This is an optimization exercise on Yosys and OpenROAD, whose aim is small area and a short achievable clock period, not a production implementation. Power figures rest on the tool's default switching activity, not on a simulated workload.

==> build 45: inputs <==
## MAF
module MAF(
    input clk,
    input  [31:0] A, B, C,
    input  [1:0]  func,
    output [63:0] Result
    );
    wire s1;
    wire c2;
    wire s3;
    wire c4;
    wire s5;
    wire c6;
    wire s7;
    wire c8;
    wire s9;
    wire c10;
    wire s11;
    wire c12;
    wire s13;
    wire c14;
    wire s15;
    wire c16;
    wire s17;
    wire c18;
    wire s19;
    wire c20;
    wire s21;
    wire c22;
    wire s23;
    wire c24;
    wire s25;
    wire c26;
    wire s27;
    wire c28;
    wire s29;
    wire c30;
    wire s31;
    wire c32;
    wire s33;
    wire c34;
    wire s35;
    wire c36;
    wire s37;
    wire c38;
    wire s39;
    wire c40;
    wire s41;
    wire c42;
    wire s43;
    wire c44;
    wire s45;
    wire c46;
    wire s47;
    wire c48;
    wire s49;
    wire c50;
    wire s51;
    wire c52;
    wire s53;
    wire c54;
    wire s55;
    wire c56;
    wire s57;
    wire c58;
    wire s59;
    wire c60;
    wire s61;
    wire c62;
    wire s63;
    wire c64;
    wire s65;
    wire c66;
    wire s67;
    wire c68;
    wire s69;
    wire c70;
    wire s71;
    wire c72;
    wire s73;
    wire c74;
    wire s75;
    wire c76;
    wire s77;
    wire c78;
    wire s79;
    wire c80;
    wire s81;
    wire c82;
    wire s83;
    wire c84;
    wire s85;
    wire c86;
    wire s87;
    wire c88;
    wire s89;
    wire c90;
    wire s91;
    wire c92;
    wire s93;
  ...
==> flow/config.mk <==
export PLATFORM = sky130hd
export DESIGN_NAME = MAF
export DESIGN_NICKNAME = MAF
export VERILOG_FILES = /design/flow/design.v
export SDC_FILE = /design/flow/constraint.sdc
export NUM_CORES = 4
export LEC_CHECK = 0
export ABC_AREA = 1
export CAP_MARGIN = 20
export CORE_MARGIN = 2
export CORE_UTILIZATION = 40
export SETUP_SLACK_MARGIN = 3.5
export SLEW_MARGIN = 20
==> flow/constraint.sdc <==
create_clock -name core_clock -period 10.0 [get_ports {clk}]
set_input_delay 2.0000 -clock core_clock [delete_from_list [all_inputs] [get_ports {clk}]]
set_output_delay 2.0000 -clock core_clock [all_outputs]
set_load 0.01 [all_outputs]
standard.sh (not shown) runs the stock make flow with config.mk's settings and CLKGATE_MAP_FILE= SYNTH_SCRIPT=/design/flow/synth_recipe.tcl, a recipe that flattens the netlist after the stock synthesis.
==> flow/flow/run.sh <==
#!/bin/bash
# Standard ORFS layout with two changes:
#  - synthesis runs `synth -noabc` (the quick generic ABC pass inside synth is
#    skipped), so extract_fa sees the RTL's XOR/majority structure and maps
#    full adders without the inverters it otherwise puts around them;
#  - extra make variables from flow/make_args.txt (e.g. the port buffer cell).
# Each tool's output goes to its own log here and under orfs/logs.
set -euo pipefail
here=$(pwd)
sed '1s/yosys synth -nofsm -noshare/yosys synth -nofsm -noshare -noabc/' synth_recipe.tcl > my_synth.tcl
grep -q -- '-noabc' my_synth.tcl
sed "s#SYNTH_SCRIPT=[^ ]*#SYNTH_SCRIPT=$here/my_synth.tcl#" standard.sh > my_standard.sh
grep -q "SYNTH_SCRIPT=$here/my_synth.tcl" my_standard.sh
extra=()
if [[ -f flow/make_args.txt ]]; then
  while IFS= read -r line; do [[ -n "$line" ]] && extra+=("$line"); done < flow/make_args.txt
fi
bash my_standard.sh "${extra[@]}" synth > synth.log 2>&1
bash my_standard.sh "${extra[@]}" finish > layout.log 2>&1
test -f out/final.def
==> flow/flow/make_args.txt <==
BUFFER_PORTS_ARGS=-buffer_cell sky130_fd_sc_hd__buf_4
==> inputs of trial 64, as changes to build 45 <==
ABC_AREA = default   (was 1)
==> notes <==
Between trial 64 and build 45, the lower synthesized cell count is in trial 64 (gap 0.38%, measured against build 45).
Of trial 64 and build 45, trial 64 has the higher count of clock-buffer cells in the layout (gap 1).
Synthesized area: build 45 is larger than trial 64 (about 3.5%).
Sequential power is about the same in trial 64 and build 45.
In maximum frequency, build 45 and trial 64 hardly differ.
Hold slack: trial 64 is better than build 45 (0.022 ns).
Between trial 64 and build 45, the lower final cell count is in trial 64 (gap 4.5%, measured against build 45).
Against build 45, the power of trial 64 is lower by 2.9%.
Between build 45 and trial 64, the lower clock power is in build 45 (gap about 8%, measured against trial 64).
Against build 45, the core utilization of trial 64 is higher by 0.12 points.
No functional check of the RTL was part of any run of this note.


==> 01-26: inputs <==
MAF, a different RTL version from the one above (not shown whole).
export LEC_CHECK = 0
export CAP_MARGIN = 20
export CORE_MARGIN = 2
export CORE_UTILIZATION = 55
export SETUP_SLACK_MARGIN = 4.2
export SLEW_MARGIN = 20
create_clock -name core_clock -period 10.0 [get_ports {clk}]
==> flow/flow/make_args.txt <==
BUFFER_PORTS_ARGS=-buffer_cell sky130_fd_sc_hd__buf_2
Scripts as last shown in full above: flow/flow/run.sh
==> 11-11: changes against 01-26 <==
--- a/flow/config.mk
+++ b/flow/config.mk
@@ -10,3 +10,3 @@
 export CORE_UTILIZATION = 55
-export SETUP_SLACK_MARGIN = 4.2
+export SETUP_SLACK_MARGIN = 4.0
 export SLEW_MARGIN = 20
==> notes <==
- Of 01-26 and 11-11, 01-26 has the higher worst setup slack (gap 0.015 ns).
- Total power: 11-11 is smaller than 01-26 (3.2%).
- Hold slack: 11-11 is higher than 01-26 (0.044 ns).
- Against 01-26, the design area of 11-11 is lower by 5.8%.
- Clock power: 11-11 is larger than 01-26 (about 2%).
- Via count: 11-11 is lower than 01-26 (about 3%).
- Of 11-11 and 01-26, 01-26 has the higher non-clock buffer count (gap 94).
- In die area, 11-11 and 01-26 do not differ.
- Against 01-26, the cell count of 11-11 is smaller by 2.9%.
==> figures <==
| quantity | 11-11 | 01-26 |
|---|---|---|
| Worst slew margin relative to its limit | 21.19% | 29.73% |
| Clock network power consumption | 629 uW | 617 uW |
| Proportion of power drawn by flip-flops and latches | 10.3% | 10.0% |
| Core occupancy in the finished layout | 61.98% | 65.81% |
| Data-path buffer share of cell area in the final layout | 7.418% | 11.22% |
| Pin count of the biggest net entering global routing | 56 | 36 |
| Total via count in the routed design | 22180 | 22880 |
| Detailed-placement wirelength estimate | 65490 um | 65370 um |
| Sum of routed wire segments on met1 | 37500 um | 37660 um |
| Routed Wire Length | 98500 um | 100800 um |
| Worst-case setup margin in the final layout | 4.048 ns | 4.063 ns |
| Comb pwr share | 83.1% | 83.8% |
| Sequential cell area share | 7.903% | 7.443% |
| Post-route cell area | 0.02965 sq mm | 0.03149 sq mm |
| Slowest stage delay, CP | 0.50 ns | 0.39 ns |
| Hold path start | C[0] | B[31] |
| Minimum clock period after layout | 5.952 ns | 5.937 ns |
| Drt via density | 6.798 | 6.809 |
| Status | complete, no violations | complete, no violations |
| Met3 layer usage reported by global route | 13.30% | 13.38% |
No run of this note included a check of the RTL's function; only the layout flow was run.

## separate check: timing with driven ports
How much do the figures lean on ideal ports? The routed layouts below were timed once more, with nothing changed but the port constraints.
Step 1 assumes that a clkbuf_16 drives the clock port and a buf_2 every other input.
Step 2 adds t to the input delays and takes it off the output delays; t is the mean of the earliest and latest rising clock arrival at the registers after step 1. Input paths then give back, and output paths get back, about the clock's delay inside the block.
Slacks: ideal / step 1 / step 2; pairs: ideal / step 1.
run	t (ns)	setup WS [ns]	clock arrival spread, ns	worst data-port slew with drivers (ns)	cell pins on the clock port's net
build 45	0.577	3.561 / 3.585 / 3.008	0.014 / 0.015	0.06	1
trial 64	0.570	3.551 / 3.482 / 3.194	0.012 / 0.012	0.08	1
01-26	0.559	4.063 / 4.004 / 3.482	0.016 / 0.016	0.19	1
11-11	0.552	4.048 / 3.983 / 3.508	0.021 / 0.021	0.12	1
After both steps setup and hold are still met in every run listed. The setup slack of 01-26, which loses most, moves by -0.059 ns with the drivers and by -0.581 ns with both steps.
